Background: an optimization exercise with open tools, aiming at small area and a short achievable clock period. Do not read the settings as production practice. For this run, only the layout was checked, not whether the RTL still works. No activity file was given, so power comes from the tool's default toggle rates.

<file path="flow/config.mk">
export PLATFORM = sky130hd
export DESIGN_NAME = cordic_top
export DESIGN_NICKNAME = cordic_top
export VERILOG_FILES = /design/flow/design.v
export SDC_FILE = /design/flow/constraint.sdc
export NUM_CORES = 4
export LEC_CHECK = 0
export ABC_AREA = 1
export CAP_MARGIN = 20
export CORE_MARGIN = 2
export CORE_UTILIZATION = 45
export CTS_BUF_LIST = sky130_fd_sc_hd__clkbuf_8
export SETUP_SLACK_MARGIN = 1.4
export SLEW_MARGIN = 20
</file>
<file path="flow/constraint.sdc">
create_clock -name core_clock -period 3.3 [get_ports {clk}]
set_input_delay 0.6600 -clock core_clock [delete_from_list [all_inputs] [get_ports {clk}]]
set_output_delay 0.6600 -clock core_clock [all_outputs]
set_load 0.01 [all_outputs]
</file>
<file path="flow/design.v">
module CORDIC_pipelined (
    input clk,
    input logic signed[15:0] angle,
    output logic signed[15:0] sin, cos
);
logic [15:0] t_in;
logic [15:0] a_q;
assign t_in = a_q - 16'd1;
logic [14:0] u0_q;
logic d0_q;
logic [14:0] u1;
logic [14:0] u1_q;
logic [1:0] i1_q;    
logic [15:0] v0;
assign v0 = {1'b0, u0_q} - 16'd12867;
logic [14:0] f1;
assign f1 = v0[14:0] ^ {15{v0[15]}};
assign u1 = f1;
logic [6:0] lpos;
cordic_lpos lpos_i (.d(u1_q[14:7]), .q(lpos));
logic [7:0] h_q;
logic c_q;
logic [6:0] lo_q, lp_q;
assign c_q = lo_q >= lp_q;
logic [1:0] iq_q;
logic [5:0] late;
cordic_qtab qtab_i (.d({h_q, c_q}), .q(late));
logic [7:0] x0_q, x1_q, x2_q;    
logic [31:0] rom_d;
logic [32:0] rc_q;
logic rn114, rn132, rn215, rn46, rn80, rn689, rn40, rn69, rn107, rn369, rn131, rn99, rn335, rn124, rn310, rn79, rn101, rn563, rn460, rn233, rn243, rn143, rn139, rn662, rn60, rn93, rn425, rn316, rn411, rn247, rn135, rn349, rn113, rn70, rn557, rn223, rn184, rn116, rn121, rn371, rn610, rn691, rn533, rn571, rn333, rn239, rn127, rn442, rn100, rn632, rn109, rn483, rn188, rn140, rn674, rn163, rn268, rn648, rn53, rn311, rn631, rn548, rn81, rn253, rn363, rn174, rn108, rn152, rn660, rn358, rn370, rn266, rn205, rn255, rn157, rn343, rn302, rn348, rn690, rn513, rn565, rn544, rn605, rn204, rn94, rn303, rn556, rn550, rn270, rn95, rn77, rn141, rn647, rn122, rn71, rn627, rn57, rn731, rn717, rn144, rn329, rn350, rn461, rn577, rn171, rn125, rn115, rn133, rn756, rn694, rn532, rn644, rn443, rn484, rn102, rn419, rn365, rn320, rn242, rn592, rn209, rn50, rn269, rn189, rn657, rn164, rn732, rn645, rn378, rn42, rn590, rn364, rn211, rn176, rn201, rn664, rn683, rn667, rn638, rn142, rn359, rn372, rn549, rn611, rn195, rn41, rn267, rn220, rn90, rn158, rn376, rn110, rn742, rn663, rn578, rn653, rn429, rn642, rn606, rn297, rn334, rn312, rn558, rn344, rn76, rn252, rn256, rn258, rn172, rn224, rn566, rn82, rn96, rn206, rn59, rn97, rn476, rn453, rn713, rn668, rn382, rn628, rn295, rn185, rn51, rn117, rn462, rn739, rn725, rn718, rn695, rn145, rn554, rn134, rn698, rn304, rn534, rn704, rn677, rn543, rn420, rn342, rn244, rn271, rn103, rn432, rn339, rn692, rn444, rn637, rn366, rn280, rn196, rn321, rn298, rn43, rn518, rn737, rn675, rn624, rn633, rn336, rn525, rn591, rn531, rn529, rn221, rn210, rn508, rn136, rn44, rn279, rn202, rn478, rn551, rn276, rn379, rn665, rn623, rn360, rn612, rn240, rn584, rn263, rn190, rn523, rn91, rn111, rn743, rn377, rn330, rn351, rn257, rn579, rn541, rn559, rn118, rn98, rn314, rn289, rn709, rn669, rn658, rn394, rn383, rn313, rn323, rn83, rn317, rn179, rn305, rn254, rn173, rn231, rn52, rn225, rn226, rn178, rn61, rn467, rn56, rn740, rn696, rn684, rn387, rn402, rn288, rn146, rn78, rn733, rn463, rn652, rn699, rn572, rn361, rn545, rn707, rn153, rn345, rn274, rn272, rn693, rn245, rn433, rn639, rn367, rn299, rn197, rn283, rn515, rn524, rn352, rn540, rn535, rn530, rn212, rn509, rn104, rn738, rn676, rn659, rn281, rn728, rn373, rn607, rn593, rn198, rn222, rn137, rn479, rn384, rn666, rn630, rn400, rn318, rn45, rn625, rn241, rn264, rn552, rn92, rn492, rn744, rn380, rn191, rn654, rn331, rn560, rn472, rn749, rn705, rn25, rn315, rn629, rn585, rn564, rn730, rn322, rn259, rn249, rn526, rn180, rn119, rn489, rn72, rn741, rn710, rn685, rn649, rn324, rn84, rn207, rn227, rn175, rn468, rn456, rn58, rn54, rn186, rn714, rn697, rn403, rn636, rn147, rn734, rn614, rn165, rn678, rn583, rn469, rn154, rn388, rn306, rn362, rn546, rn708, rn573, rn458, rn640, rn555, rn519, rn232, rn290, rn300, rn246, rn284, rn332, rn598, rn661, rn353, rn516, rn374, rn542, rn536, rn213, rn510, rn138, rn480, rn719, rn385, rn670, rn392, rn47, rn681, rn587, rn199, rn105, rn454, rn390, rn671, rn646, rn265, rn567, rn427, rn192, rn346, rn260, rn561, rn490, rn473, rn706, rn414, rn319, rn325, rn126, rn85, rn580, rn527, rn228, rn120, rn445, rn62, rn55, rn745, rn726, rn296, rn250, rn73, rn604, rn177, rn208, rn410, rn187, rn615, rn166, rn679, rn650, rn39, rn586, rn753, rn470, rn711, rn368, rn155, rn389, rn620, rn574, rn48, rn459, rn398, rn520, rn234, rn408, rn375, rn307, rn291, rn285, rn337, rn354, rn273, rn621, rn599, rn547, rn159, rn720, rn406, rn248, rn634, rn537, rn481, rn455, rn386, rn396, rn200, rn106, rn148, rn588, rn347, rn514, rn501, rn715, rn415, rn128, rn568, rn229, rn485, rn446, rn63, rn434, rn428, rn301, rn282, rn123, rn86, rn754, rn735, rn261, rn562, rn491, rn326, rn167, rn686, rn608, rn181, rn214, rn412, rn193, rn700, rn528, rn727, rn24, rn395, rn680, rn651, rn616, rn712, rn500, rn596, rn471, rn391, rn156, rn477, rn450, rn464, rn399, rn641, rn575, rn49, rn409, rn381, rn292, rn672, rn521, rn401, rn393, rn338, rn355, rn203, rn112, rn622, rn251, rn286, rn635, rn275, rn435, rn407, rn397, rn626, rn553, rn160, rn421, rn517, rn505, rn235, rn457, rn424, rn497, rn486, rn439, rn64, rn589, rn600, rn581, rn569, rn493, rn416, rn327, rn129, rn168, rn609, rn182, rn701, rn538, rn506, rn447, rn430, rn423, rn755, rn746, rn413, rn417, rn216, rn729, rn617, rn723, rn502, rn404, rn597, rn474, rn74, rn23, rn308, rn482, rn451, rn465, rn262, rn87, rn356, rn422, rn293, rn287, rn426, rn22, rn340, rn277, rn643, rn161, rn511, rn26, rn236, rn673, rn576, rn436, rn19, rn21, rn716, rn721, rn65, rn594, rn570, rn522, rn494, rn418, rn130, rn438, rn498, rn487, rn440, rn747, rn38, rn169, rn613, rn183, rn217, rn682, rn10, rn507, rn736, rn405, rn655, rn448, rn618, rn503, rn601, rn309, rn466, rn341, rn75, rn431, rn722, rn278, rn294, rn582, rn724, rn539, rn18, rn237, rn149, rn17, rn441, rn66, rn595, rn495, rn162, rn37, rn512, rn499, rn488, rn750, rn748, rn35, rn602, rn230, rn194, rn687, rn656, rn619, rn20, rn449, rn328, rn67, rn357, rn475, rn437, rn150, rn88, rn170, rn504, rn496, rn28, rn751, rn603, rn12, rn238, rn218, rn702, rn688, rn33, rn452, rn68, rn13, rn36, rn16, rn27, rn151, rn89, rn752, rn219, rn14, rn11, rn703, rn15, rn30, rn31, rn32, rn29, rn34;
assign rn132 = ~x2_q[2];
assign rn69 = ~(x2_q[2] | x2_q[1]);
assign rn131 = ~(x2_q[1] & x2_q[0]);
assign rn99 = ~(x2_q[1] | x2_q[0]);
assign rn124 = ~(x2_q[2] & x2_q[1]);
assign rn101 = x2_q[3] | ~x2_q[2];
assign rn460 = x2_q[2] | ~x2_q[1];
assign rn143 = x2_q[2] & ~x2_q[1];
assign rn139 = x2_q[0] & ~x2_q[2];
assign rn662 = x2_q[1] | ~x2_q[0];
assign rn60 = x2_q[0] & ~x2_q[1];
assign rn93 = x2_q[1] & ~x2_q[0];
assign rn425 = x2_q[0] | ~x2_q[2];
assign rn135 = x2_q[2] | x2_q[1];
assign rn70 = x2_q[0] | x2_q[3];
assign rn223 = x2_q[1] & x2_q[0];
assign rn116 = x2_q[0] & x2_q[3];
assign rn109 = x2_q[2] & ~rn131;
assign rn266 = x2_q[3] & ~rn460;
assign rn343 = x2_q[2] & ~rn662;
assign rn513 = rn132 & ~rn60;
assign rn303 = rn60 | rn93;
assign rn141 = rn132 & ~rn223;
assign rn647 = rn425 | x2_q[1];
assign rn644 = x2_q[3] ? rn132 : rn135;
assign rn114 = ~rc_q[4];
assign rn215 = ~rc_q[6];
assign rn46 = ~rc_q[5];
assign rn80 = ~rc_q[3];
assign rn689 = ~rc_q[0];
assign rn40 = ~rc_q[7];
assign rn107 = ~(rc_q[4] | rc_q[3]);
assign rn369 = ~(rc_q[2] | rc_q[3]);
assign rn335 = ~(rc_q[4] & rc_q[5]);
assign rn310 = ~(rc_q[0] | rc_q[3]);
assign rn79 = ~(rc_q[2] | rc_q[0]);
assign rn563 = rc_q[1] & ~rc_q[3];
assign rn233 = rc_q[4] & ~rc_q[5];
assign rn243 = rc_q[3] & ~rc_q[1];
assign rn316 = rc_q[4] | ~rc_q[3];
assign rn411 = rc_q[0] & ~rc_q[5];
assign rn247 = rc_q[4] | rc_q[5];
assign rn349 = rc_q[2] & rc_q[3];
assign rn113 = rc_q[2] & rc_q[0];
assign rn557 = ~rc_q[8];
assign rn184 = ~rn79;
assign rn121 = rc_q[1] | rc_q[3];
assign rn371 = ~rn563;
assign rn610 = ~rn243;
assign rn691 = ~rc_q[27];
assign rn533 = ~rn233;
assign rn571 = ~rc_q[22];
assign rn333 = rc_q[1] ? rc_q[2] : rc_q[0];
assign rn239 = ~rn349;
assign rn127 = ~rn247;
assign rn442 = ~(rn369 & rc_q[14]);
assign rn100 = ~(rc_q[8] & rc_q[4]);
assign rn632 = ~(rn107 & rc_q[13]);
assign rn483 = rn689 & ~rc_q[26];
assign rn188 = ~(rc_q[19] & rn80);
assign rn140 = ~(rc_q[27] & rn80);
assign rn674 = rn80 & ~rc_q[12];
assign rn163 = rc_q[3] & ~rc_q[8];
assign rn268 = ~(rc_q[13] & rn80);
assign rn648 = rc_q[9] & ~rc_q[8];
assign rn53 = rn114 & ~rn310;
assign rn311 = rc_q[4] & ~rn310;
assign rn631 = rc_q[12] | rn114;
assign rn548 = ~(rc_q[18] | rn247);
assign rn81 = rn79 | rn80;
assign rn253 = ~rn442;
assign rn363 = rn369 | rc_q[4];
assign rn174 = rn369 | rn114;
assign rn108 = rn107 | rc_q[5];
assign rn152 = ~(rc_q[27] | rn121);
assign rn660 = rc_q[12] | rn46;
assign rn358 = rn114 & ~rn563;
assign rn370 = rn369 | ~rn233;
assign rn205 = rc_q[22] | ~rc_q[13];
assign rn255 = rc_q[3] & ~rc_q[24];
assign rn157 = rc_q[24] & ~rc_q[23];
assign rn302 = rc_q[19] & ~rc_q[27];
assign rn348 = rn310 & ~rc_q[22];
assign rn690 = rc_q[18] & ~rn310;
assign rn565 = rn114 & ~rn243;
assign rn544 = rc_q[25] | rn114;
assign rn605 = rc_q[27] | rn80;
assign rn204 = rc_q[3] & ~rn113;
assign rn94 = rc_q[23] | rc_q[3];
assign rn556 = rc_q[16] & ~rn310;
assign rn550 = rn113 | ~rc_q[1];
assign rn270 = rn243 | rn114;
assign rn95 = rc_q[25] | rc_q[9];
assign rn77 = ~rn674;
assign rn122 = rn121 & ~rc_q[5];
assign rn71 = rc_q[12] & ~rc_q[32];
assign rn627 = rn349 & ~rc_q[8];
assign rn57 = rn80 & ~rc_q[16];
assign rn731 = rc_q[28] | ~rn233;
assign rn717 = rc_q[2] & ~rc_q[10];
assign rn144 = rc_q[22] & ~rc_q[28];
assign rn329 = rn349 | rc_q[4];
assign rn350 = rn243 | rn349;
assign rn461 = rn316 | rc_q[10];
assign rn577 = rn247 | rn80;
assign rn171 = rc_q[28] | rn114;
assign rn125 = rc_q[32] | rc_q[26];
assign rn115 = rn113 | rn114;
assign rn133 = rc_q[9] ? rc_q[0] : rc_q[14];
assign rn756 = rc_q[26] ? rc_q[0] : rn310;
assign rn694 = rc_q[28] & rc_q[26];
assign rn532 = rn333 & ~rn80;
assign rn443 = rn114 & ~rn442;
assign rn484 = ~(rn483 | rn316);
assign rn102 = rc_q[18] & ~rn100;
assign rn419 = rn127 & ~rn442;
assign rn365 = ~(rn268 & rn114);
assign rn320 = ~(rn205 & rn691);
assign rn242 = rc_q[16] & ~rn188;
assign rn592 = rn127 & ~rn140;
assign rn209 = rn674 & ~rn333;
assign rn50 = rn239 & ~rn163;
assign rn269 = rc_q[0] & ~rn268;
assign rn189 = rn188 | ~rc_q[26];
assign rn657 = rn571 & ~rn188;
assign rn164 = rn163 & ~rc_q[15];
assign rn732 = rn127 & ~rc_q[15];
assign rn645 = rc_q[18] & ~rn631;
assign rn378 = rn371 & ~rn631;
assign rn42 = rc_q[15] | rc_q[3];
assign rn590 = rn81 & ~rn533;
assign rn364 = rn363 & ~rc_q[5];
assign rn211 = ~(rn95 & rc_q[3]);
assign rn176 = rc_q[14] & ~rn81;
assign rn201 = rc_q[15] | rc_q[4];
assign rn664 = ~(rn157 & rn204);
assign rn683 = rn121 & ~rn174;
assign rn667 = rn268 | rc_q[10];
assign rn638 = ~(rn363 | rn627);
assign rn142 = ~(rn140 & rc_q[11]);
assign rn359 = rn358 & ~rc_q[9];
assign rn372 = rn371 & ~rn370;
assign rn549 = rn548 | rc_q[6];
assign rn611 = rn610 & ~rn370;
assign rn195 = rc_q[9] & ~rn157;
assign rn41 = rn205 & ~rc_q[32];
assign rn267 = rc_q[21] & ~rc_q[0];
assign rn220 = rn163 & ~rn205;
assign rn90 = rc_q[3] & ~rn205;
assign rn158 = rn80 & ~rn157;
assign rn376 = rn46 & ~rc_q[21];
assign rn110 = rn108 | rc_q[15];
assign rn742 = rn302 & ~rc_q[3];
assign rn663 = rn46 & ~rn157;
assign rn578 = ~(rn550 | rn577);
assign rn653 = ~(rn577 | rc_q[15]);
assign rn429 = ~(rn577 | rc_q[13]);
assign rn642 = ~(rn329 & rc_q[5]);
assign rn606 = rn544 | ~rn605;
assign rn297 = rn114 & ~rn204;
assign rn334 = rn94 & ~rn333;
assign rn312 = rc_q[29] | rn483;
assign rn558 = rn557 & ~rn556;
assign rn344 = rc_q[29] | rn114;
assign rn76 = rc_q[2] & ~rc_q[31];
assign rn252 = rc_q[21] | rc_q[4];
assign rn256 = rn255 | rn114;
assign rn258 = rn690 | rn205;
assign rn172 = rc_q[30] | rc_q[29];
assign rn224 = rn205 | rc_q[10];
assign rn566 = rn565 | rc_q[5];
assign rn82 = rn648 | ~rc_q[20];
assign rn96 = rn95 & ~rn94;
assign rn206 = rn204 & ~rn205;
assign rn59 = rn690 | rn483;
assign rn97 = rc_q[4] & ~rn627;
assign rn476 = rc_q[13] & ~rn94;
assign rn453 = rn348 | rc_q[4];
assign rn713 = rn557 & ~rn605;
assign rn668 = rc_q[21] | rn114;
assign rn382 = rc_q[3] & ~rc_q[11];
assign rn628 = rn114 & ~rn627;
assign rn295 = rn80 & ~rc_q[11];
assign rn185 = rn184 & ~rn94;
assign rn51 = rc_q[15] | rc_q[11];
assign rn117 = rn71 | rc_q[28];
assign rn462 = rc_q[13] & ~rn461;
assign rn739 = rn605 | rc_q[23];
assign rn725 = rc_q[31] | rc_q[3];
assign rn718 = rn717 | rn363;
assign rn695 = rn694 | ~rn53;
assign rn145 = rn144 | rn114;
assign rn554 = rn255 | rn329;
assign rn134 = rn133 | rn80;
assign rn698 = rn411 & rn329;
assign rn304 = rn80 ? rc_q[31] : rn302;
assign rn534 = rn532 | rn533;
assign rn704 = rn80 ? rc_q[11] : rn157;
assign rn677 = rc_q[3] ? rn95 : rn550;
assign rn543 = rc_q[17] & ~rc_q[21];
assign rn420 = ~(rn419 & rc_q[7]);
assign rn342 = ~(rn50 & rn188);
assign rn244 = ~(rn242 | rn243);
assign rn271 = ~(rn270 | rn269);
assign rn103 = rc_q[5] & ~rn102;
assign rn432 = rn102 & ~rn46;
assign rn339 = rn215 & ~rn419;
assign rn692 = ~(rn320 & rc_q[4]);
assign rn444 = rn443 | rc_q[5];
assign rn637 = ~(rn42 & rc_q[4]);
assign rn366 = rn365 | rn40;
assign rn280 = rc_q[3] & ~rn320;
assign rn196 = ~(rn195 | rc_q[25]);
assign rn321 = rn107 & ~rn320;
assign rn298 = ~(rn195 | rn188);
assign rn43 = ~(rn41 | rn42);
assign rn518 = rc_q[4] & ~rn657;
assign rn737 = rc_q[4] & ~rn50;
assign rn675 = rn610 & ~rn209;
assign rn624 = rc_q[5] & ~rn645;
assign rn633 = rn632 & ~rn378;
assign rn336 = ~(rn334 | rn335);
assign rn525 = rn242 | rc_q[4];
assign rn591 = rn590 & ~rn209;
assign rn531 = ~(rn82 & rn80);
assign rn529 = rc_q[16] & ~rn211;
assign rn221 = ~(rn220 | rn96);
assign rn210 = rn209 | rn114;
assign rn508 = rn50 & ~rn201;
assign rn136 = rc_q[16] & ~rn42;
assign rn44 = rn201 & ~rn107;
assign rn279 = ~(rn269 | rn256);
assign rn202 = rn201 & ~rn108;
assign rn478 = rn42 | rc_q[8];
assign rn551 = rn364 & rn550;
assign rn276 = rc_q[6] & ~rn653;
assign rn379 = rn378 | rc_q[7];
assign rn665 = rn664 & rn358;
assign rn623 = rn359 | rn215;
assign rn360 = rn359 | rn46;
assign rn612 = rn611 | rc_q[7];
assign rn240 = rn195 | rc_q[25];
assign rn584 = rn41 | rn114;
assign rn263 = rn220 | rc_q[4];
assign rn190 = rn90 | rn114;
assign rn523 = rn220 | rn114;
assign rn91 = rn90 | rc_q[4];
assign rn111 = rn110 | rn102;
assign rn743 = rn742 | rn694;
assign rn377 = rn365 | rn376;
assign rn330 = rn329 & ~rn297;
assign rn351 = rn350 & ~rn312;
assign rn257 = rn184 & ~rn256;
assign rn579 = rn578 | rn215;
assign rn541 = rc_q[32] & ~rn224;
assign rn559 = rn211 & ~rn558;
assign rn118 = rn82 & ~rn80;
assign rn98 = rn96 | ~rn97;
assign rn314 = rn172 & ~rn80;
assign rn289 = rn258 & ~rn114;
assign rn709 = rn97 & ~rn302;
assign rn669 = rn667 & ~rn668;
assign rn658 = rn657 | ~rn97;
assign rn394 = rc_q[5] & ~rn628;
assign rn383 = rn127 & ~rn382;
assign rn313 = rn311 & ~rn312;
assign rn323 = rn125 & ~rn256;
assign rn83 = rn82 & ~rn81;
assign rn317 = rn312 | rn316;
assign rn179 = rn312 | rc_q[4];
assign rn305 = rn76 | rn195;
assign rn254 = rn252 | rn253;
assign rn173 = rn171 | rn172;
assign rn231 = rn312 | rn77;
assign rn52 = rn50 | ~rn51;
assign rn225 = rn224 & rn107;
assign rn226 = rn51 & ~rn316;
assign rn178 = rn172 | rc_q[3];
assign rn61 = rn59 | rc_q[25];
assign rn467 = rn97 & rn121;
assign rn56 = rn713 | rn114;
assign rn740 = rn739 & ~rn657;
assign rn696 = rn258 & ~rn695;
assign rn684 = rc_q[3] & ~rn51;
assign rn387 = rn382 | rc_q[5];
assign rn402 = rn46 & ~rn51;
assign rn288 = rn71 | rn252;
assign rn146 = rn142 & ~rn145;
assign rn78 = rn76 | rn77;
assign rn733 = rn732 & ~rn725;
assign rn463 = rn462 | rc_q[5];
assign rn652 = rn533 | rn51;
assign rn699 = rn698 | rn429;
assign rn572 = rn571 & ~rn304;
assign rn361 = rc_q[4] & ~rn543;
assign rn545 = rn543 & ~rn544;
assign rn707 = rc_q[3] ? rn689 : rn172;
assign rn153 = ~(rn280 | rn255);
assign rn345 = rn342 & ~rn344;
assign rn274 = rn233 & ~rn244;
assign rn272 = rn271 & ~rn267;
assign rn693 = rn59 & ~rn692;
assign rn245 = rn244 & ~rc_q[10];
assign rn433 = rn432 | rc_q[6];
assign rn639 = rn637 & ~rn638;
assign rn367 = rn364 & ~rn366;
assign rn299 = rn125 & ~rn298;
assign rn197 = rc_q[3] & ~rn196;
assign rn283 = rn196 | rc_q[3];
assign rn515 = ~(rn263 | rn483);
assign rn524 = ~(rn523 | rn298);
assign rn352 = ~(rn351 | rn348);
assign rn540 = rn525 & ~rn358;
assign rn535 = rn531 & ~rn534;
assign rn530 = rn127 & ~rn529;
assign rn212 = rn211 & ~rn210;
assign rn509 = rn508 & ~rn444;
assign rn104 = ~(rn103 & rn98);
assign rn738 = rn737 | rc_q[5];
assign rn676 = rn675 | rc_q[4];
assign rn659 = ~(rn658 & rn252);
assign rn281 = rn279 & ~rn280;
assign rn728 = rn518 & ~rn529;
assign rn373 = rn633 | rn46;
assign rn607 = rn478 & ~rn606;
assign rn593 = rn592 | rn591;
assign rn198 = ~(rn231 & rc_q[4]);
assign rn222 = rn221 | rn114;
assign rn137 = rn136 | rc_q[4];
assign rn479 = rn267 | rn44;
assign rn384 = rc_q[21] & ~rn379;
assign rn666 = rc_q[5] & ~rn665;
assign rn630 = ~(rn247 & rn387);
assign rn400 = rn624 & rc_q[17];
assign rn318 = ~(rn317 & rn46);
assign rn45 = rn43 | rn44;
assign rn625 = rn624 & ~rn623;
assign rn241 = rn239 & ~rn240;
assign rn264 = rn189 & ~rn263;
assign rn552 = rn551 | rn549;
assign rn92 = rn91 | ~rn59;
assign rn492 = rn111 & ~rn370;
assign rn744 = rn743 & ~rn335;
assign rn380 = rn377 & ~rn379;
assign rn191 = rn189 & ~rn190;
assign rn654 = ~(rn276 & rn652);
assign rn331 = rc_q[5] & ~rn330;
assign rn560 = rc_q[4] & ~rn559;
assign rn472 = rn233 & ~rn118;
assign rn749 = rn518 & ~rn314;
assign rn705 = rn289 & ~rn704;
assign rn25 = rn383 & ~rc_q[6];
assign rn315 = rn313 & ~rn314;
assign rn629 = rc_q[6] & ~rn394;
assign rn585 = rn584 | rn558;
assign rn564 = rn190 | rn563;
assign rn730 = rn240 | rc_q[3];
assign rn322 = rn317 & ~rn321;
assign rn259 = rn257 & rn258;
assign rn249 = rn46 & ~rn173;
assign rn526 = rn52 & ~rn525;
assign rn180 = rn178 & ~rn179;
assign rn119 = rn117 | rn118;
assign rn489 = rn61 & ~rn91;
assign rn72 = rn118 | rn114;
assign rn741 = rn114 & ~rn740;
assign rn710 = rn709 | rn46;
assign rn685 = rn683 & ~rn684;
assign rn649 = rn118 | rn363;
assign rn324 = rn323 | rn46;
assign rn84 = rn78 & ~rn83;
assign rn207 = rn461 & rn179;
assign rn227 = rn225 | rn226;
assign rn175 = rn173 & rn174;
assign rn468 = rn467 | rn46;
assign rn456 = rn226 | rn46;
assign rn58 = rn56 | rn57;
assign rn54 = rn52 & rn53;
assign rn186 = rn226 | rn201;
assign rn714 = rn56 | rn80;
assign rn697 = rn696 | rn46;
assign rn403 = rn402 | rc_q[6];
assign rn636 = rn253 | rn387;
assign rn147 = rn146 | rn46;
assign rn734 = rn733 | rc_q[6];
assign rn614 = rc_q[4] ? rn304 : rn351;
assign rn165 = rn361 | ~rn637;
assign rn678 = rn544 & ~rn361;
assign rn583 = ~(rn153 & rn42);
assign rn469 = rn80 ? rn550 : rn305;
assign rn154 = ~(rn153 | rn113);
assign rn388 = rn387 ? rn127 : rc_q[4];
assign rn306 = rn305 ^ rn80;
assign rn362 = rn360 | rn361;
assign rn546 = rn545 | rn46;
assign rn708 = rn707 | rc_q[4];
assign rn573 = rn153 & ~rn572;
assign rn458 = rn153 & ~rn756;
assign rn640 = rc_q[5] & ~rn639;
assign rn555 = rn299 & ~rn554;
assign rn519 = rn518 & ~rn197;
assign rn232 = rn231 & ~rn197;
assign rn290 = rn289 & ~rn197;
assign rn300 = rn299 & rn297;
assign rn246 = ~(rn245 | rn241);
assign rn284 = rn283 & ~rn270;
assign rn332 = ~(rn331 & rn283);
assign rn598 = rn233 & ~rn352;
assign rn661 = rn659 & ~rn660;
assign rn353 = rn352 & ~rn107;
assign rn516 = rn515 | rn46;
assign rn374 = rn373 & ~rn372;
assign rn542 = rn541 | rn540;
assign rn536 = rn535 | rn215;
assign rn213 = rn212 | rn46;
assign rn510 = rn509 | rc_q[6];
assign rn138 = rn134 & ~rn137;
assign rn480 = rn478 & ~rn479;
assign rn719 = rn664 & ~rn198;
assign rn385 = rn384 & ~rn247;
assign rn670 = rn666 & ~rn669;
assign rn392 = rc_q[3] & ~rn373;
assign rn47 = rn46 & ~rn45;
assign rn681 = rn90 & rn676;
assign rn587 = rn241 & ~rn525;
assign rn199 = rn197 | rn198;
assign rn105 = rn92 & ~rn104;
assign rn454 = ~(rn58 | rn41);
assign rn390 = rn630 | rn394;
assign rn671 = rn666 | rn329;
assign rn646 = rn400 | rc_q[6];
assign rn265 = rn264 | rn46;
assign rn567 = rn564 & ~rn566;
assign rn427 = rn730 & ~rn731;
assign rn192 = rn191 | rn46;
assign rn346 = rn322 & ~rn345;
assign rn260 = rn254 & ~rn259;
assign rn561 = rn560 | rn46;
assign rn490 = rn98 & ~rn489;
assign rn473 = rn472 | rc_q[6];
assign rn706 = rn705 | rc_q[5];
assign rn414 = rn46 & ~rn685;
assign rn319 = rn318 | rn315;
assign rn325 = rn322 & ~rn324;
assign rn126 = rn125 & ~rn119;
assign rn85 = rc_q[4] & ~rn84;
assign rn580 = rn579 | rn249;
assign rn527 = rn526 | rn46;
assign rn228 = rn222 & ~rn227;
assign rn120 = rn119 | rn115;
assign rn445 = rn72 | rn57;
assign rn62 = rn61 & ~rn58;
assign rn55 = rc_q[5] & ~rn54;
assign rn745 = rn744 | rn741;
assign rn726 = rn725 & ~rn186;
assign rn296 = rn72 | rn295;
assign rn250 = rn249 | rc_q[6];
assign rn73 = rn71 | rn72;
assign rn604 = ~(rn583 & rn114);
assign rn177 = rn176 | rn175;
assign rn208 = rn206 | rn207;
assign rn410 = rn697 | rn693;
assign rn187 = rn185 | rn186;
assign rn615 = rn46 & ~rn614;
assign rn166 = rn165 & ~rn164;
assign rn679 = rn677 & ~rn678;
assign rn650 = rn165 & ~rn349;
assign rn39 = rn629 ^ rc_q[7];
assign rn586 = rn583 & ~rn585;
assign rn753 = rn114 & ~rn469;
assign rn470 = rn469 & ~rn257;
assign rn711 = rn708 & ~rn710;
assign rn368 = rn362 & ~rn367;
assign rn155 = rn154 | rn114;
assign rn389 = rn388 | rc_q[6];
assign rn620 = rn362 | rn215;
assign rn574 = rn127 & ~rn573;
assign rn48 = rn233 & ~rn458;
assign rn459 = rn458 | rn114;
assign rn398 = rn636 & ~rn640;
assign rn520 = rn364 & ~rn519;
assign rn234 = rn233 & ~rn232;
assign rn408 = ~(rn670 | rn663);
assign rn375 = ~(rn374 & rc_q[7]);
assign rn307 = rc_q[4] ? rn304 : rn306;
assign rn291 = rn288 & ~rn290;
assign rn285 = rn202 & ~rn284;
assign rn337 = rn332 & ~rn336;
assign rn354 = rn46 & ~rn353;
assign rn273 = ~(rn272 | rn265);
assign rn621 = rn374 & ~rn549;
assign rn599 = rn598 | rn40;
assign rn547 = rn542 & ~rn546;
assign rn159 = rn138 & ~rn158;
assign rn720 = rn718 & ~rn719;
assign rn406 = rn661 | rn630;
assign rn248 = rn246 | rn247;
assign rn634 = rn215 & ~rn392;
assign rn537 = rn536 | rn530;
assign rn481 = rn480 | rn46;
assign rn455 = rn453 & ~rn454;
assign rn386 = rn385 | rn215;
assign rn396 = rn642 | rn392;
assign rn200 = rn199 | ~rn140;
assign rn106 = rc_q[6] & ~rn105;
assign rn148 = rn147 | rn138;
assign rn588 = rn587 | rn46;
assign rn347 = rc_q[5] & ~rn346;
assign rn514 = rn199 | rc_q[30];
assign rn501 = rn105 | rc_q[6];
assign rn715 = rn706 & ~rn714;
assign rn415 = rn414 & ~rn384;
assign rn128 = rn127 & ~rn126;
assign rn568 = rn567 | rn215;
assign rn229 = rc_q[5] & ~rn228;
assign rn485 = rn120 & ~rn484;
assign rn446 = rn445 & ~rn444;
assign rn63 = rn62 | ~rn55;
assign rn434 = rn738 & ~rn745;
assign rn428 = rn427 | rn215;
assign rn301 = rn296 & ~rn300;
assign rn282 = rn281 | rn265;
assign rn123 = rn120 | ~rn122;
assign rn86 = rn55 & ~rn85;
assign rn754 = rn445 & ~rc_q[5];
assign rn735 = rn734 | rn427;
assign rn261 = rn260 | rn46;
assign rn562 = rn561 | rn555;
assign rn491 = rn490 | rn46;
assign rn326 = rn325 | rn215;
assign rn167 = ~(rn166 | rn108);
assign rn686 = rn414 | rc_q[6];
assign rn608 = rn604 & ~rn607;
assign rn181 = rn177 & ~rn180;
assign rn214 = rn208 & ~rn213;
assign rn412 = rn410 & ~rn411;
assign rn193 = rn187 & ~rn192;
assign rn700 = rn410 & ~rn699;
assign rn528 = rn527 | rn524;
assign rn727 = rn726 | rn46;
assign rn24 = rn215 ? rn383 : rn385;
assign rn395 = ~(rn389 | rn394);
assign rn680 = rn676 & ~rn679;
assign rn651 = rn649 & ~rn650;
assign rn616 = rn615 | rn40;
assign rn712 = rn706 & ~rn711;
assign rn500 = rn444 | rn166;
assign rn596 = rn207 | rn753;
assign rn471 = rn470 | rn468;
assign rn391 = rn390 & ~rn389;
assign rn156 = rn155 | rn152;
assign rn477 = rn155 | rn476;
assign rn450 = rn48 | ~rn276;
assign rn464 = rn459 & ~rn463;
assign rn399 = rn215 & ~rn398;
assign rn641 = rn247 & ~rn398;
assign rn575 = rn574 | rc_q[6];
assign rn49 = rn47 | rn48;
assign rn409 = rn215 & ~rn408;
assign rn381 = rn375 & ~rn380;
assign rn292 = rc_q[5] & ~rn291;
assign rn672 = rn671 & ~rn408;
assign rn521 = rn520 | rc_q[6];
assign rn401 = ~(rn386 | rn400);
assign rn393 = ~(rn386 | rn392);
assign rn338 = rn307 | rc_q[5];
assign rn355 = rc_q[6] & ~rn354;
assign rn203 = ~(rn202 & rn200);
assign rn112 = ~(rn111 & rn106);
assign rn622 = rn620 & ~rn621;
assign rn251 = rn248 & ~rn250;
assign rn286 = rn285 | rn215;
assign rn635 = rn390 & ~rn634;
assign rn275 = rn274 | rn273;
assign rn435 = ~(rn433 | rn434);
assign rn407 = rn406 & ~rn386;
assign rn397 = rn396 & ~rn386;
assign rn626 = rn625 | rn621;
assign rn553 = rn552 | rn547;
assign rn160 = rn159 | rn46;
assign rn421 = rn720 | rn46;
assign rn517 = rn514 & ~rn516;
assign rn505 = ~(rn181 | rn108);
assign rn235 = ~(rn234 | rn214);
assign rn457 = rn456 | rn455;
assign rn424 = ~(rn749 | rn727);
assign rn497 = rn122 & ~rn485;
assign rn486 = rn376 & ~rn485;
assign rn439 = rn339 & ~rn434;
assign rn64 = rn63 & ~rc_q[6];
assign rn589 = rn588 | rn586;
assign rn600 = rn599 | rn347;
assign rn581 = rn261 & ~rn580;
assign rn569 = rn562 & ~rn568;
assign rn493 = rn491 & ~rn492;
assign rn416 = rn415 | rn215;
assign rn327 = rn319 & ~rn326;
assign rn129 = rn128 | rc_q[6];
assign rn168 = rn106 & ~rn167;
assign rn609 = rc_q[5] & ~rn608;
assign rn182 = rn46 & ~rn181;
assign rn701 = rc_q[6] & ~rn700;
assign rn538 = rn528 & ~rn537;
assign rn506 = rn229 | rn215;
assign rn447 = rn446 | rc_q[6];
assign rn430 = rn428 | rn429;
assign rn423 = ~(rn715 | rn712);
assign rn755 = rn754 | rn215;
assign rn746 = rn434 | rn215;
assign rn413 = rn412 | rc_q[6];
assign rn417 = rc_q[5] & ~rn680;
assign rn216 = rn214 | rn215;
assign rn729 = rn728 | rn727;
assign rn617 = rn337 & ~rn616;
assign rn723 = rn339 & ~rn712;
assign rn502 = rn500 & ~rn501;
assign rn404 = rn651 | rn46;
assign rn597 = rn46 & ~rn596;
assign rn474 = rn471 & ~rn473;
assign rn74 = rn467 | ~rn596;
assign rn23 = rn391 | ~rn386;
assign rn308 = rc_q[5] ? rn301 : rn307;
assign rn482 = rn477 & ~rn481;
assign rn451 = rn63 & ~rn450;
assign rn465 = rn464 | rn215;
assign rn262 = ~(rn261 & rn251);
assign rn87 = rn86 | rn49;
assign rn356 = rn355 & ~rn347;
assign rn422 = ~(rn420 & rn421);
assign rn293 = rn251 & ~rn292;
assign rn287 = rn282 & ~rn286;
assign rn426 = ~(rn424 & rc_q[19]);
assign rn22 = rn395 | rn393;
assign rn340 = rn338 & rn339;
assign rn277 = rn276 & ~rn275;
assign rn643 = rc_q[6] ? rn641 : rn396;
assign rn161 = rn156 & ~rn160;
assign rn511 = rn235 & ~rn510;
assign rn26 = rn215 ? rn368 : rn381;
assign rn236 = rn235 & ~rn215;
assign rn673 = rn215 ? rn406 : rn672;
assign rn576 = rn575 | rn275;
assign rn436 = rn435 | rc_q[7];
assign rn19 = rn409 | rn407;
assign rn21 = rn399 | rn397;
assign rn716 = ~(rn423 & rn339);
assign rn721 = rn421 | rn215;
assign rn65 = rn64 & ~rn49;
assign rn594 = rn589 & ~rn593;
assign rn570 = rn553 & ~rn569;
assign rn522 = rn521 | rn517;
assign rn494 = rn215 & ~rn493;
assign rn418 = ~(rn416 | rn417);
assign rn130 = rn129 | ~rn123;
assign rn438 = rn428 | rn424;
assign rn498 = rn497 | rn215;
assign rn487 = rn486 | rn215;
assign rn440 = rn439 | rn40;
assign rn747 = rn746 & ~rc_q[7];
assign rn38 = rn635 ^ rc_q[7];
assign rn169 = rn168 | rn40;
assign rn613 = rn612 | rn609;
assign rn183 = rn182 | rc_q[6];
assign rn217 = rn203 & ~rn216;
assign rn682 = rn417 & ~rn681;
assign rn10 = rc_q[7] ? rn622 : rn626;
assign rn507 = rn506 | rn505;
assign rn736 = rn729 & ~rn735;
assign rn405 = rn404 & ~rn403;
assign rn655 = rn404 & ~rn654;
assign rn448 = rn74 & ~rn46;
assign rn618 = rn617 | rn215;
assign rn503 = rn502 | rn40;
assign rn601 = rn600 | rn597;
assign rn309 = rn308 | rc_q[6];
assign rn466 = rn457 & ~rn465;
assign rn341 = ~(rn340 & rn337);
assign rn75 = rc_q[5] ? rn74 : rn73;
assign rn431 = rn426 & ~rn430;
assign rn722 = ~(rn721 & rn716);
assign rn278 = rn262 & ~rn277;
assign rn294 = rn293 | rn287;
assign rn582 = rn576 & ~rn581;
assign rn724 = rn721 & ~rn723;
assign rn539 = rn522 & ~rn538;
assign rn18 = rn413 & ~rn418;
assign rn237 = rn236 | rn40;
assign rn149 = rn148 & ~rn130;
assign rn17 = rn386 ? rn422 : rn423;
assign rn441 = rn438 & ~rn440;
assign rn66 = rn65 | rn40;
assign rn595 = rn594 | rc_q[7];
assign rn495 = rn494 | rc_q[7];
assign rn162 = rn161 | rn130;
assign rn37 = rn643 ^ rn40;
assign rn512 = rn507 & ~rn511;
assign rn499 = rn498 | rn161;
assign rn488 = rn487 | rn482;
assign rn750 = rn736 & ~rn424;
assign rn748 = rn747 & ~rn736;
assign rn35 = rn673 ^ rn40;
assign rn602 = ~(rn601 & rn215);
assign rn230 = rn229 | rn183;
assign rn194 = rn193 | rn183;
assign rn687 = rn686 | rn682;
assign rn656 = rn646 & ~rn655;
assign rn619 = rn613 & ~rn618;
assign rn20 = rn405 | rn401;
assign rn449 = rn447 | rn448;
assign rn328 = rn309 & ~rn327;
assign rn67 = rn755 | rn448;
assign rn357 = rn341 & ~rn356;
assign rn475 = rn474 | rn466;
assign rn437 = rn436 | rn431;
assign rn150 = rn112 & ~rn149;
assign rn88 = rc_q[6] ? rn75 : rn87;
assign rn170 = rn162 & ~rn169;
assign rn504 = rn499 & ~rn503;
assign rn496 = rn488 & ~rn495;
assign rn28 = rc_q[7] ? rn278 : rn294;
assign rn751 = rn746 & ~rn750;
assign rn603 = rn595 & ~rn602;
assign rn12 = rn40 ? rn570 : rn582;
assign rn238 = rn230 & ~rn237;
assign rn218 = rn194 & ~rn217;
assign rn702 = rn687 & ~rn701;
assign rn688 = rn417 & ~rn687;
assign rn33 = rc_q[7] ? rn722 : rn724;
assign rn452 = rn449 & ~rn451;
assign rn68 = rn67 & ~rn66;
assign rn13 = rc_q[7] ? rn512 : rn539;
assign rn36 = rn656 ^ rc_q[7];
assign rn16 = rn437 & ~rn441;
assign rn27 = rn40 ? rn328 : rn357;
assign rn151 = rn40 & ~rn150;
assign rn89 = rn40 & ~rn88;
assign rn752 = rc_q[7] & ~rn751;
assign rn219 = rn40 & ~rn218;
assign rn14 = rn504 | rn496;
assign rn11 = rn619 | rn603;
assign rn703 = rn702 ^ rn40;
assign rn15 = rc_q[7] ? rn452 : rn475;
assign rn30 = rn170 | rn151;
assign rn31 = rn89 | rn68;
assign rn32 = rn752 | rn748;
assign rn29 = rn238 | rn219;
assign rn34 = rn703 | rn688;
assign rom_d = {rn40, rn40, rn39, rn38, rn37, rn36, rn35, rn34, rn33, rn32, rn31, rn30, rn29, rn28, rn27, rn26, rn25, rn24, rn23, rn22, rn21, rn20, rn19, rn18, rn17, rn16, rn15, rn14, rn13, rn12, rn11, rn10};
always_ff @(posedge clk) begin
    a_q <= angle;
    u0_q <= t_in[14:0] ^ {15{t_in[15]}};
    d0_q <= ~t_in[15];
    u1_q <= u1;
    i1_q <= {d0_q, v0[15]};
    h_q <= u1_q[14:7];
    lo_q <= u1_q[6:0];
    lp_q <= lpos;
    iq_q <= i1_q;
    x0_q <= {iq_q, late};
    x1_q <= x0_q;
    x2_q <= x1_q;
    rc_q[0] <= x2_q[0];
    rc_q[1] <= x2_q[1];
    rc_q[2] <= x2_q[2];
    rc_q[3] <= x2_q[3];
    rc_q[4] <= x2_q[4];
    rc_q[5] <= x2_q[5];
    rc_q[6] <= x2_q[6];
    rc_q[7] <= x2_q[7];
    rc_q[8] <= rn99;
    rc_q[9] <= rn132;
    rc_q[10] <= rn223;
    rc_q[11] <= rn141;
    rc_q[12] <= rn69;
    rc_q[13] <= rn460;
    rc_q[14] <= rn131;
    rc_q[15] <= rn109;
    rc_q[16] <= rn135;
    rc_q[17] <= rn644;
    rc_q[18] <= rn101;
    rc_q[19] <= rn425;
    rc_q[20] <= rn647;
    rc_q[21] <= rn266;
    rc_q[22] <= rn143;
    rc_q[23] <= rn93;
    rc_q[24] <= rn662;
    rc_q[25] <= rn60;
    rc_q[26] <= rn124;
    rc_q[27] <= rn139;
    rc_q[28] <= rn116;
    rc_q[29] <= rn343;
    rc_q[30] <= rn513;
    rc_q[31] <= rn303;
    rc_q[32] <= rn70;
    {sin, cos} <= rom_d;
end
endmodule
module cordic_lpos(d, q);
  input [7:0] d;
  wire [7:0] d;
  output [6:0] q;
  wire [6:0] q;
  wire _0_;
  wire _10_;
  wire _11_;
  wire _12_;
  wire _13_;
  wire _14_;
  wire _15_;
  wire _16_;
  wire _17_;
  wire _18_;
  wire _19_;
  wire _1_;
  wire _20_;
  wire _21_;
  wire _22_;
  wire _23_;
  wire _24_;
  wire _25_;
  wire _26_;
  wire _27_;
  wire _28_;
  wire _29_;
  wire _2_;
  wire _30_;
  wire _31_;
  wire _32_;
  wire _33_;
  wire _34_;
  wire _35_;
  wire _36_;
  wire _37_;
  wire _38_;
  wire _39_;
  wire _3_;
  wire _40_;
  wire _41_;
  wire _42_;
  wire _43_;
  wire _44_;
  wire _45_;
  wire _46_;
  wire _47_;
  wire _48_;
  wire _49_;
  wire _4_;
  wire _50_;
  wire _51_;
  wire _52_;
  wire _53_;
  wire _54_;
  wire _55_;
  wire _56_;
  wire _57_;
  wire _58_;
  wire _59_;
  wire _5_;
  wire _60_;
  wire _61_;
  wire _62_;
  wire _63_;
  wire _64_;
  wire _6_;
  wire _7_;
  wire _8_;
  wire _9_;
  assign _14_ = _15_ | _16_;
  assign _13_ = _14_ | ~(_18_);
  assign q[6] = _13_ & ~(d[7]);
  assign _12_ = q[6] | ~(_20_);
  assign _11_ = d[6] & ~(_19_);
  assign q[5] = _12_ & ~(_11_);
  assign _10_ = _19_ | ~(q[6]);
  assign q[4] = _20_ & ~(_10_);
  assign q[3] = ~_21_;
  assign _9_ = _25_ & ~(d[7]);
  assign _8_ = d[4] & ~(d[2]);
  assign _7_ = d[3] & ~(_8_);
  assign _6_ = _9_ & ~(_7_);
  assign _5_ = _6_ | _12_;
  assign _4_ = ~(_47_ & _48_);
  assign _3_ = ~d[3];
  assign _2_ = _3_ & ~(_46_);
  assign _1_ = _4_ & ~(_2_);
  assign _0_ = _28_ & ~(_1_);
  assign _64_ = d[1] & ~(d[6]);
  assign _63_ = _37_ & ~(_64_);
  assign _62_ = _63_ & ~(_25_);
  assign _61_ = _62_ | _27_;
  assign _60_ = _61_ | _0_;
  assign q[2] = _5_ & ~(_60_);
  assign _59_ = d[2] & d[4];
  assign _58_ = _59_ | _3_;
  assign _57_ = _9_ & ~(_58_);
  assign _56_ = _4_ & ~(_46_);
  assign _55_ = _56_ ^ _58_;
  assign _54_ = q[6] & ~(_55_);
  assign q[1] = _54_ | _57_;
  assign _53_ = _9_ & _34_;
  assign _52_ = _37_ | d[2];
  assign _51_ = ~(_52_ & d[1]);
  assign _50_ = q[6] & ~(_51_);
  assign q[0] = _50_ | _53_;
  assign _49_ = ~d[5];
  assign _48_ = d[2] & d[1];
  assign _47_ = ~(d[5] ^ d[0]);
  assign _46_ = ~(_47_ | _48_);
  assign _45_ = d[6] | ~(d[2]);
  assign _44_ = _45_ | ~(_46_);
  assign _43_ = d[5] | d[0];
  assign _42_ = d[6] & ~(_43_);
  assign _41_ = d[6] | ~(d[0]);
  assign _40_ = _42_ | ~(_41_);
  assign _39_ = d[2] | ~(d[1]);
  assign _38_ = _40_ & ~(_39_);
  assign _37_ = d[3] & d[4];
  assign _36_ = d[0] | ~(d[5]);
  assign _35_ = d[6] & ~(_36_);
  assign _34_ = ~(d[2] | d[1]);
  assign _33_ = _37_ & ~(_34_);
  assign _32_ = _35_ & ~(_33_);
  assign _31_ = _32_ | ~(_37_);
  assign _30_ = _31_ | _38_;
  assign _29_ = _30_ | ~(_44_);
  assign _28_ = d[3] | d[4];
  assign _27_ = _46_ & ~(_28_);
  assign _26_ = _27_ | ~(_35_);
  assign _25_ = ~(_43_ | d[6]);
  assign _24_ = _25_ | _37_;
  assign _23_ = _26_ & ~(_24_);
  assign _22_ = _23_ | d[7];
  assign _21_ = _22_ | ~(_29_);
  assign _20_ = _21_ | _49_;
  assign _19_ = _33_ ^ _49_;
  assign _18_ = _19_ | _41_;
  assign _17_ = _45_ | _36_;
  assign _16_ = _33_ & ~(_17_);
  assign _15_ = _32_ | _42_;
endmodule
module cordic_qtab(d, q);
  input [8:0] d;
  wire [8:0] d;
  output [5:0] q;
  wire [5:0] q;
  wire _0_;
  wire _10_;
  wire _11_;
  wire _12_;
  wire _13_;
  wire _14_;
  wire _15_;
  wire _16_;
  wire _17_;
  wire _18_;
  wire _19_;
  wire _1_;
  wire _20_;
  wire _21_;
  wire _22_;
  wire _23_;
  wire _24_;
  wire _25_;
  wire _26_;
  wire _27_;
  wire _28_;
  wire _29_;
  wire _2_;
  wire _30_;
  wire _31_;
  wire _32_;
  wire _33_;
  wire _34_;
  wire _35_;
  wire _36_;
  wire _37_;
  wire _38_;
  wire _39_;
  wire _3_;
  wire _40_;
  wire _41_;
  wire _42_;
  wire _43_;
  wire _44_;
  wire _45_;
  wire _46_;
  wire _47_;
  wire _48_;
  wire _4_;
  wire _5_;
  wire _6_;
  wire _7_;
  wire _8_;
  wire _9_;
  assign q[1] = _38_ ? _37_ : _35_;
  assign _34_ = _42_ & ~(_44_);
  assign q[0] = _38_ & ~(_34_);
  assign q[5] = ~(_45_ | _17_);
  assign _33_ = ~d[6];
  assign _32_ = ~(d[4] & d[5]);
  assign _31_ = ~d[3];
  assign _30_ = ~(d[0] | d[1]);
  assign _29_ = _30_ & ~(d[2]);
  assign _28_ = _29_ | _31_;
  assign _27_ = ~(d[0] & d[1]);
  assign _26_ = d[2] & ~(_27_);
  assign _25_ = _31_ & ~(_26_);
  assign _24_ = d[6] & ~(_25_);
  assign _23_ = _28_ & ~(_24_);
  assign _22_ = ~d[4];
  assign _21_ = ~(_25_ | _32_);
  assign _20_ = _21_ | _22_;
  assign _19_ = _23_ & ~(_20_);
  assign _18_ = _22_ & ~(_23_);
  assign _17_ = d[7] | d[8];
  assign _16_ = _17_ | _18_;
  assign _15_ = _16_ | _19_;
  assign _14_ = d[2] & ~(_30_);
  assign _13_ = _31_ & ~(_14_);
  assign _12_ = _13_ ^ d[4];
  assign _11_ = ~d[7];
  assign _10_ = d[6] & ~(_32_);
  assign _9_ = _10_ | d[8];
  assign _8_ = _9_ | _11_;
  assign _7_ = _12_ & ~(_8_);
  assign _6_ = _15_ & ~(_7_);
  assign _5_ = ~(_6_ | _32_);
  assign _4_ = _5_ | _33_;
  assign _3_ = _5_ & ~(d[6]);
  assign _2_ = _3_ | d[8];
  assign q[4] = _4_ & ~(_2_);
  assign _1_ = _6_ | _22_;
  assign _0_ = d[5] | d[8];
  assign _48_ = _1_ & ~(_0_);
  assign q[3] = _48_ | _5_;
  assign q[2] = ~_6_;
  assign _47_ = ~(_12_ | d[8]);
  assign _46_ = _47_ | ~(_6_);
  assign _45_ = _10_ & ~(_25_);
  assign _44_ = _11_ & ~(_45_);
  assign _43_ = _33_ & ~(_21_);
  assign _42_ = ~(_14_ | _29_);
  assign _41_ = _27_ ^ d[2];
  assign _40_ = _43_ ? _42_ : _41_;
  assign _39_ = _44_ & ~(_40_);
  assign _38_ = _46_ & ~(_39_);
  assign _37_ = _14_ ^ d[3];
  assign _36_ = _29_ ^ d[3];
  assign _35_ = _36_ & ~(_9_);
endmodule
module cordic_top (
    input  logic clk,
    input  logic signed[15:0] angle,
    output logic signed[15:0] sin, cos
);
    CORDIC_pipelined dut_basic(
        .clk(clk),
        .angle(angle),
        .sin(sin),
        .cos(cos)
    );
endmodule
</file>
<file path="flow/run.sh">
#!/bin/bash
# synth_recipe.tcl (not shown) runs the flow's synth.tcl, then flattens the netlist and writes it again
# the make line also repeats each setting of config.mk as NAME=value (left out here)
make -C /OpenROAD-flow-scripts/flow DESIGN_CONFIG=/design/flow/config.mk WORK_HOME=/design/flow/orfs CLKGATE_MAP_FILE= SYNTH_SCRIPT=/design/flow/synth_recipe.tcl finish
</file>
==> summary.txt <==
Status
  – Outcome: timing/DRC/antenna clean

Synth
  – Top cells by area, synth: dfxtp_1 (40%), nand2_1 (17%), nand3_1 (8.4%)
  – Synthesized area per cell: approximately 6.8 um2
  – Synth Area in Compound Gates: around 9%
  – EDFF count, synth: 0
  – Synth top area share: 40.4%
  – Largest family of logic cells by synthesized area: simple AND/OR/NAND/NOR gates
  – Simple-gate share of the synthesized area: ~33%
  – Post-synthesis mux area share: 0%
  – Synth Area in Adders: ~3.4%
  – Netlist cell types: 36
  – Gate Count Post-Synth: 1,172
  – Yosys warns: 1
  – Syn Nets: approximately 1.2k
  – Post-Synth XOR/XNOR Area: 5.71%
  – Biggest area consumer among synthesized cells: dfxtp_1
  – Most used DFF post-synth: dfxtp_1
  – Seq/Total Area, Yosys: about 40%
  – Post-synthesis register bit count: approximately 160
  – Mapped Area: ~0.008 mm2
  – Post-synth ARST share: 0%

Die
  – Starting Density: 46.1%
  – # IOs: between 40 and 50
  – Std-Cell Rows: 48
  – DIE HEIGHT: 137 um
  – Area of the core: 0.0173 mm2
  – Die Width: between 100 and 150 um
  – Die area: around 0.019 mm2

Clock tree
  – Clock root cell: clkbuf_8
  – CTS buffer count: 17
  – Clk sinks: roughly 160
  – H-tree depth: 4
  – Worst-Skew Late Latency: 0.46 ns
  – CTS tree: done
  – Reg clk slew, reported paths: 0.09 ns
  – Clock Tree Buf Depth: 2

GRT
  – Vias in the first global route: between 7k and 8k
  – Grt peak-use layer: met2
  – M3 GR Usage: between 5 and 6%
  – Initial antenna violation count: 0
  – GR Overflow Total: 0
  – Largest net degree at the start of global routing: 50
  – GRT Total Usage: 30.7%
  – First-pass GRT wire length: about 43,000 um
  – Global-route track usage on met1: between 30% and 40%
  – Met2 GRT Util: between 50% and 60%

Routing
  – Drt wl/cell: 18.9 um
  – Detailed Route Iter0 Violations: just under 700
  – Antenna-violating nets left: 0
  – Vias per std cell: 5.45
  – Residual DRC: 0
  – DRT Pass-1 Iters: 5
  – Final WL: between 20,000 and 30,000 um
  – Total number of vias: between 8k and 9k

Layout
  – Most common cell after layout, fill and taps aside: nand2_1
  – Layout cells sized above 1: between 10% and 20%
  – Number of nets in the final layout: around 1.3k
  – Diode count: 0
  – Area growth, synth to finish: 18.8%
  – Fin cells: roughly 1.5k
  – Highest-count cells in the layout ignoring fill and taps: nand2_1 (358), dfxtp_1 (149), nand3_1 (131)

Critical path
  – Crit. End Element: flip-flop
  – WP data required: roughly 3.7 ns
  – Arrival time at the worst endpoint: about 2.7 ns
  – Reg2reg setup slack: roughly 0.95 ns
  – Worst Path Max Fanout: 3
  – CP startpoint kind: flip-flop
  – Crit path kind: flip-flop to flip-flop

Placed design
  – Input/output buffers: 48
  – DP Cell Count: approximately 1.4k
  – Final Wtd Congestion: between 1 and 1.5
  – Hpwl dp: roughly 21,000 um

Timing
  – Slew @ Worst Pin: 0.504 ns
  – Fmax: 425 MHz
  – Setup TNS: 0 ns
  – # setup viols final: 0
  – Clock period minus worst slack: ~2.4 ns
  – RSZ-0062 raised after global routing: true
  – Final hold vios: 0
  – Final slew viol count: 0
  – Worst slew margin: between 60% and 70%
  – Clock Skew: around 0.016 ns
  – Tcrit/Tclk final: a little under three quarters

Power
  – Leakage: ~4.7 nW
  – PD cells: 1100 mW/mm2
  – Peak supply drop: 0.489 mV

Run
  – MaxCap Viol Count: 0

Hold path
  – HP Class: flip-flop to flip-flop
[cell families (layout without fill, tap and decap cells)]
kind of cell	Yosys count	after routing
compound gates	133	133
xor+xnor	52	52
fa+ha+maj	22	22
buf+inv	163	236
flops	161	161
simple gates	641	641
[worst max-delay path, cell delays in order, from the launching register on]
cell     delay (ns)
dfxtp_2        0.33
inv_2          0.04
ha_4           0.26
nand2_1        0.05
or3_1          0.38
nand3_2        0.09
nor2_2         0.05
inv_1          0.05
ha_2           0.16
inv_2          0.04
ha_4           0.15
xor2_2         0.17
or2_4          0.24
nand3_2        0.09
nand2_2        0.06
nand2_1        0.06
nand2_1        0.04
[registers in the layout, indices dropped and copies added (netlist names)]
register,cells
dut_basic.rc_q,33
dut_basic.a_q,16
dut_basic.cos,16
dut_basic.sin,15
dut_basic.u0_q,15
dut_basic.u1_q,15
dut_basic.h_q,8
dut_basic.x0_q,8
dut_basic.x1_q,8
dut_basic.x2_q,8
dut_basic.lo_q,7
dut_basic.lp_q,7
dut_basic.i1_q,2
dut_basic.iq_q,2
dut_basic.d0_q,1
[where the power goes]
part | total (mW) | switching, mW | internal, mW
Clock | 1.57 | 0.776 | 0.797
Sequential | 3.22 | 0.589 | 2.63
Combinational | 5.67 | 3.82 | 1.86
Total | 10.5 | 5.18 | 5.28
[cell type report]
class,count,area [um2]
multi-input combinational,848,4360
tap,225,282
clock buffer,18,248
fill,1733,7810
inverter,126,480
sequential,161,3240
clock inverter,14,190
timing repair buffer,78,683
[cell usage after synthesis (6+ instances only)]
| library cell | n |
|---|---|
| nor2_1 | 106 |
| xnor2_1 | 18 |
| o211ai_1 | 7 |
| buf_1 | 7 |
| dfxtp_1 | 161 |
| o21ai_0 | 58 |
| a21oi_1 | 50 |
| buf_2 | 15 |
| inv_1 | 123 |
| nand3_1 | 134 |
| xor2_1 | 34 |
| nand2_1 | 370 |
| clkbuf_1 | 10 |
| nand4_1 | 17 |
| a31oi_1 | 6 |
| ha_1 | 22 |
[metal layers]
layer | share of wire [%] | vias up
met1 | 40 | 3709
met3 | 6.3 | 104
li1 | - | 3868
met5 | 0 | -
met2 | 47 | 329
met4 | 7.0 | 0
[through the flow]
step                cell area, um2  hold slack [ns]  setup WS [ns]  utilization, %  power [mW]
detailed placement            8800            0.312          0.857            50.9        8.53
global placement              8800            0.310          0.961            50.9        8.61
floorplan                     8010            0.310           1.10               -        6.38
global route                  9480            0.336          0.810            54.8        11.2
finish                        9480            0.331          0.948            54.8        10.5
CTS                           9310            0.330          0.955            53.8        10.1
[path summary, 6_finish.rpt]
| kind | start | endpoint | cells after the start |
|---|---|---|---|
| worst max-delay path | dut_basic.lp_q[4]$_DFF_P_ | dut_basic.x0_q[1]$_DFF_P_ | 16 |
| worst min-delay path | dut_basic.x1_q[7]$_DFF_P_ | dut_basic.x2_q[7]$_DFF_P_ | 0 |
| worst max register to register | dut_basic.lp_q[4]$_DFF_P_ | dut_basic.x0_q[1]$_DFF_P_ | 16 |
| worst min register to register | dut_basic.x1_q[7]$_DFF_P_ | dut_basic.x2_q[7]$_DFF_P_ | 0 |
[repair_timing]
| action | 4_1_cts | 5_1_grt |
|---|---|---|
| endpoints found under the hold margin | 0 | 0 |
| endpoints found under the setup margin | 66 | 37 |
| setup buffers | 0 | 2 |
| pin swaps | 12 | 6 |
| resized for setup | 65 | 55 |
| hold buffers | 0 | 0 |

[afterwards: timing with drivers on the ports]
Ports are ideal in the flow. The routed layout listed here was re-timed in OpenROAD.
Step 1 assumes that a clkbuf_16 drives the clock port and a buf_2 every other input.
Step 2, shift: input delay + t, output delay - t, t = (earliest + latest rising clock arrival at the registers) / 2. This alone moves slack from input paths to output paths.
Slacks: ideal ports / drivers / drivers and shift; pairs: ideal ports / drivers.
shift t [ns]: 0.490
setup WS [ns]: 0.948 / 0.948 / 0.948
worst slew at a driven data input, ns: 0.03
After both steps this run still meets setup and hold. The setup slack of this run moves by 0.000 ns with the drivers and by 0.000 ns with both steps.
